Source: an optimization exercise on an open RTL-to-GDS flow (aim: small area). Production flows keep margins and buffers that such runs may drop. Function was checked by simulation only, so behaviour that the tests miss may differ from the original. Power and IR drop assume default switching activity.

==> raven: inputs <==
// Ball_thrower
module Ball_thrower(
  input         CLOCK_50,
  input  [3:0] KEY,          
  input  [17:0] SW,           
  output        VGA_CLK,      
  output        VGA_HS,       
  output        VGA_VS,       
  output        VGA_BLANK_N,  
  output        VGA_SYNC_N,   
  output [7:0]  VGA_R,        
  output [7:0]  VGA_G,        
  output [7:0]  VGA_B         
  );
function [11:0] add;
	input [10:0] a;
	input [10:0] b;
	input cin;
	integer k;
	reg c;
	begin
		c = cin;
		for (k = 0; k < 11; k = k + 1) begin
			add[k] = a[k] ^ b[k] ^ c;
			c = (a[k] & b[k]) | (a[k] & c) | (b[k] & c);
		end
		add[11] = c;
	end
endfunction
function [10:0] inc;
	input [10:0] a;
	integer k;
	reg c;
	begin
		c = 1'b1;
		for (k = 0; k < 11; k = k + 1) begin
			inc[k] = a[k] ^ c;
			c = a[k] & c;
		end
	end
endfunction
function ge;
	input [10:0] a;
	input [10:0] b;
	integer k;
	reg r;
	begin
		r = 1'b1;
		for (k = 0; k < 11; k = k + 1)
			r = (a[k] & ~b[k]) | (~(a[k] ^ b[k]) & r);
		ge = r;
	end
endfunction
wire clk = CLOCK_50;
wire rst = SW[17];
wire go = SW[0];
assign VGA_SYNC_N = 1'b0;
reg [10:0] count;
reg half;
reg vga_clk_q;
wire vga_en = count[0] ^ half;
assign VGA_CLK = vga_clk_q;
wire last = &count[10:6] & count[4];    
wire update = last & ~half;
always @(posedge clk)
begin
	if (rst) begin
		count <= 11'd0;
		half <= 1'b0;
	end else if (last) begin
  ...
Settings: LEC_CHECK=0, CAP_MARGIN=20, CORE_MARGIN=2, CORE_UTILIZATION=40, SLEW_MARGIN=20, SYNTH_MEMORY_MAX_BITS=8192; clock period 20.0 ns.
standard.sh (not shown) runs the stock make flow with config.mk's settings and CLKGATE_MAP_FILE= SYNTH_SCRIPT=/design/flow/synth_recipe.tcl, a recipe that flattens the netlist after the stock synthesis.
==> flow/flow/run.sh <==
#!/bin/bash
# Layout flow: the standard flow (standard.sh), with these changes:
# * the port buffers (every input and output port still gets one) and the
#   buffers synthesis puts on outputs driven by the same net are buf_1;
# * the clock tree is built from clkbuf_8 without dummy loads.
set -euo pipefail
W=$(pwd)
F=$W/flow

# synth.tcl from ORFS with two changes: the abc call uses flow/area.abc, and
# extract_fa is skipped
sed -e 's|^\( *\)log_cmd abc {\*}\$abc_args$|\1log_cmd abc {*}[lreplace $abc_args 1 1 '"$F"'/area.abc]|' \
    -e 's|^\( *\)extract_fa {\*}\[dont_use_extract_fa_args\]$|\1# extract_fa skipped|' \
    "$FLOW_HOME/scripts/synth.tcl" > "$W/synth_area.tcl"
grep -q "area.abc" "$W/synth_area.tcl"
grep -q "# extract_fa skipped" "$W/synth_area.tcl"

# The standard flow's synthesis script, sourcing the changed synth.tcl
sed -e "s|\$::env(SCRIPTS_DIR)/synth.tcl|$W/synth_area.tcl|" "$W/synth_recipe.tcl" > "$W/synth_recipe_area.tcl"
grep -q "synth_area.tcl" "$W/synth_recipe_area.tcl"

# standard.sh with that synthesis script
sed -e "s|$W/synth_recipe.tcl|$W/synth_recipe_area.tcl|g" "$W/standard.sh" > "$W/standard_area.sh"
grep -q "synth_recipe_area.tcl" "$W/standard_area.sh"

bash "$W/standard_area.sh" \
    "BUFFER_PORTS_ARGS=-buffer_cell sky130_fd_sc_hd__buf_1" \
    "MIN_BUF_CELL_AND_PORTS=sky130_fd_sc_hd__buf_1 A X" \
    "CTS_ARGS=-sink_clustering_enable -repair_clock_nets -buf_list sky130_fd_sc_hd__clkbuf_8 -dont_use_dummy_load" \
    finish > "$W/flow_make.log" 2>&1
==> flow/flow/area.abc <==
strash; &get -n; &deepsyn -T 60; &put; dc2; dch -f; amap -m -F 4 -A 8; topo; mfs2 -W 4 -M 5000; strash; dc2; dch -f; amap -m -F 4 -A 8; topo; mfs2; strash; dch -f; amap -m; topo
==> tundra: changes against raven <==
--- a/flow/design.v
+++ b/flow/design.v
@@ -302,27 +302,26 @@
 endfunction
 wire clk = CLOCK_50;
 wire rst = SW[17];
 wire go = SW[0];
 assign VGA_SYNC_N = 1'b0;
-reg [10:0] count;
-reg half;
+reg [11:0] cnt;
 reg vga_clk_q;
-wire vga_en = count[0] ^ half;
 assign VGA_CLK = vga_clk_q;
-wire last = &count[10:6] & count[4];    
-wire update = last & ~half;
+wire vga_en = ~cnt[0];
+wire update = &cnt[11:7] & cnt[5] & cnt[0];    
+wire half = ~cnt[11];
+wire [10:0] count = cnt[10:0];
+wire [11:0] cnt_inc = add(cnt[10:0], 11'd0, 1'b1);    
 always @(posedge clk)
 begin
-	if (rst) begin
-		count <= 11'd0;
-		half <= 1'b0;
-	end else if (last) begin
-		count <= 11'd0;
-		half <= ~half;
-	end else
-		count <= inc(count);
+	if (rst)
+		cnt <= 12'd2001;
+	else if (update)
+		cnt <= 12'd0;
+	else
+		cnt <= {cnt[11] | cnt_inc[11], cnt_inc[10:0]};
 end
 always @(posedge clk)
 begin
 	if (rst)
 		vga_clk_q <= 1'b0;
@@ -431,25 +430,25 @@
 	Check_loop = 3'd1,
 	adjust_value = 3'd2,
 	move_ball = 3'd3,
 	done = 3'd4;
 reg [2:0] BS;
-reg [9:0] ballX;
-reg [8:0] ballY;
+reg [9:0] nballX;    
+reg [8:0] nballY;    
 reg [9:0] i;         
-reg [9:0] holdx;
-reg [8:0] holdy;
+reg [9:0] nholdx;    
+reg [8:0] nholdy;    
 wire [10:0] i_inc = inc({1'b0, i});
 always @(posedge clk)
 begin
 	if (rst) begin
 		BS <= START;
 		i <= 10'd0;
 	end else if (update)
 		case (BS)
 			START: if (go) BS <= Check_loop;
-			Check_loop: BS <= ge({2'd0, ballY}, 11'd445) ? done : adjust_value;
+			Check_loop: BS <= ge(11'd66, {2'd0, nballY}) ? done : adjust_value;    
 			adjust_value: BS <= move_ball;
 			move_ball: begin
 				i <= i_inc[9:0];
 				BS <= Check_loop;
 			end
@@ -458,31 +457,31 @@
 		endcase
 end
 always @(posedge clk)
 begin
 	if (BS == START || (update && BS == move_ball)) begin
-		ballX <= holdx;
-		ballY <= holdy;
+		nballX <= nholdx;
+		nballY <= nholdy;
 	end
 end
-wire [11:0] hx_next = add({1'b0, holdx}, {4'd0, q}, 1'b0);
-wire [8:0] yop = half ? {count[5:0], 3'b100} : {2'b11, ~q};
-wire [11:0] hy_next = add({2'd0, holdy}, {2'd0, yop}, ~half);
+wire [11:0] hx_next = add({1'b0, nholdx}, {4'b0111, ~q}, 1'b1);
+wire [8:0] yop = half ? ~{count[5:0], 3'b100} : {2'b00, q};
+wire [11:0] hy_next = add({2'd0, nholdy}, {2'd0, yop}, half);
 wire step = (BS == adjust_value) && ~ge(count, {1'b0, i});
 always @(posedge clk)
 begin
 	if (rst || BS[2:1] == 2'b00) begin
-		holdx <= 10'd24;
-		holdy <= 9'd435;
+		nholdx <= ~10'd24;
+		nholdy <= ~9'd435;
 	end else if (step) begin
 		if (half)
-			holdx <= hx_next[9:0];
-		holdy <= hy_next[8:0];
+			nholdx <= hx_next[9:0];
+		nholdy <= hy_next[8:0];
 	end
 end
-wire [11:0] bdx = add(X, {1'b0, ~ballX}, 1'b0);
-wire [11:0] bdy = add(Y, {1'b1, ~ballY}, 1'b0);
+wire [11:0] bdx = add(X, {1'b0, nballX}, 1'b0);
+wire [11:0] bdy = add(Y, {1'b1, nballY}, 1'b0);
 wire ball_hit = bdx[10] & ~|bdx[9:2] & bdy[10] & ~|bdy[9:2];
 reg ball;
 always @(posedge clk)
 begin
 	if (rst)
--- a/flow/flow/run.sh
+++ b/flow/flow/run.sh
@@ -5,16 +5,16 @@
 # * the clock tree is built from clkbuf_8 without dummy loads.
 set -euo pipefail
 W=$(pwd)
 F=$W/flow
 
-# synth.tcl from ORFS with two changes: the abc call uses flow/area.abc, and
-# extract_fa is skipped
-sed -e 's|^\( *\)log_cmd abc {\*}\$abc_args$|\1log_cmd abc {*}[lreplace $abc_args 1 1 '"$F"'/area.abc]|' \
+# synth.tcl from ORFS with two changes: the abc call is replaced by
+# flow/abc_pick.tcl, and extract_fa is skipped
+sed -e 's|^\( *\)log_cmd abc {\*}\$abc_args$|\1source '"$F"'/abc_pick.tcl|' \
     -e 's|^\( *\)extract_fa {\*}\[dont_use_extract_fa_args\]$|\1# extract_fa skipped|' \
     "$FLOW_HOME/scripts/synth.tcl" > "$W/synth_area.tcl"
-grep -q "area.abc" "$W/synth_area.tcl"
+grep -q "abc_pick.tcl" "$W/synth_area.tcl"
 grep -q "# extract_fa skipped" "$W/synth_area.tcl"
 
 # The standard flow's synthesis script, sourcing the changed synth.tcl
 sed -e "s|\$::env(SCRIPTS_DIR)/synth.tcl|$W/synth_area.tcl|" "$W/synth_recipe.tcl" > "$W/synth_recipe_area.tcl"
 grep -q "synth_area.tcl" "$W/synth_recipe_area.tcl"
==> flow/flow/abc_1.script (new file) <==
strash; dc2; resub -K 8; dc2; dch -f; amap -m -F 4 -A 8; topo; mfs2 -W 4 -M 5000; strash; dc2; dch -f; amap -m -F 4 -A 8; topo; mfs2; strash; dch -f; amap -m; topo
==> flow/flow/abc_2.script (new file) <==
strash; &get -n; &deepsyn -T 60; &put; dc2; dch -f; amap -m -F 4 -A 8; topo; mfs2 -W 4 -M 5000; strash; dc2; dch -f; amap -m -F 4 -A 8; topo; mfs2; strash; dch -f; amap -m; topo
==> flow/flow/abc_3.script (new file) <==
strash; &get -n; &deepsyn -T 60 -S 1; &put; dc2; dch -f; amap -m -F 4 -A 8; topo; mfs2 -W 4 -M 5000; strash; dc2; dch -f; amap -m -F 4 -A 8; topo; mfs2; strash; dch -f; amap -m; topo
==> flow/flow/abc_4.script (new file) <==
strash; &get -n; &deepsyn -T 60 -S 2; &put; dc2; dch -f; amap -m -F 4 -A 8; topo; mfs2 -W 4 -M 5000; strash; dc2; dch -f; amap -m -F 4 -A 8; topo; mfs2; strash; dch -f; amap -m; topo
==> flow/flow/abc_pick.tcl (new file) <==
# Replaces the abc call of ORFS's synth.tcl: maps the combinational logic with
# each flow/abc_*.script in turn and keeps the smallest result (by the cell
# area that stat reports). $abc_args is ORFS's argument list for abc.
set pick_dir [file dirname [info script]]
set pick_best_area 1e18
set pick_best ""
design -save pick_pre_abc
foreach pick_script [lsort [glob $pick_dir/abc_*.script]] {
  design -load pick_pre_abc
  log_cmd abc {*}[lreplace $abc_args 1 1 $pick_script]
  set pick_name [file rootname [file tail $pick_script]]
  tee -q -o $::env(OBJECTS_DIR)/$pick_name.stat stat {*}$lib_args
  set fh [open $::env(OBJECTS_DIR)/$pick_name.stat r]
  set pick_text [read $fh]
  close $fh
  if { ![regexp {Chip area for module '[^']*': ([0-9.]+)} $pick_text -> pick_area] } {
    error "no area for $pick_name"
  }
  puts "abc_pick: $pick_name area $pick_area"
  design -save $pick_name
  if { $pick_area < $pick_best_area } {
    set pick_best_area $pick_area
    set pick_best $pick_name
  }
}
puts "abc_pick: using $pick_best (area $pick_best_area)"
design -load $pick_best
--- a/flow/config.mk
+++ b/flow/config.mk
@@ -5,8 +5,8 @@
 export SDC_FILE = /design/flow/constraint.sdc
 export NUM_CORES = 4
 export LEC_CHECK = 0
 export CAP_MARGIN = 20
 export CORE_MARGIN = 2
-export CORE_UTILIZATION = 40
+export CORE_UTILIZATION = 65
 export SLEW_MARGIN = 20
 export SYNTH_MEMORY_MAX_BITS = 8192
removed: flow/flow/area.abc
==> comparison <==
- Sequential power is about the same in tundra and raven.
- In raven the area after synthesis is larger than in tundra, by about 0.8%.
- In raven the non-clock buffer count is lower than in tundra, by 3.
- Against tundra, the total power of raven is higher by about 2.3%.
- Synthesized cell count: raven is larger than tundra (1.0%).
- Between tundra and raven, the lower wire length is in tundra (gap about 0.9%, measured against raven).
- In raven the worst setup slack is lower than in tundra, by 0.56 ns.

[port drivers added, routing unchanged]
The results above use ideal ports. As a check the final layouts listed here were re-extracted and re-timed, cells and wires unchanged. Step 1 sets driving cells, clkbuf_16 on the clock port and buf_2 on the other inputs (assumed; they add their load-dependent delay and slew). Step 2 adds t to the input delays and takes it off the output delays; t is the mean of the earliest and latest rising clock arrival at the registers after step 1. Input paths then give back, and output paths get back, about the clock's delay inside the block. a / b / c = ideal ports / drivers / drivers and shift; a / b = the first two.
run | shift t [ns] | setup slack, ns | hold WS [ns] | worst setup path at the end | worst register clock-pin slew, ns
raven | 0.397 | 12.586 / 12.586 / 12.586 | 0.456 / 0.456 / 0.456 | register to register | 0.10 / 0.10
tundra | 0.388 | 13.143 / 13.143 / 13.143 | 0.452 / 0.452 / 0.452 | register to register | 0.11 / 0.11
After both steps setup and hold are still met in every run listed.
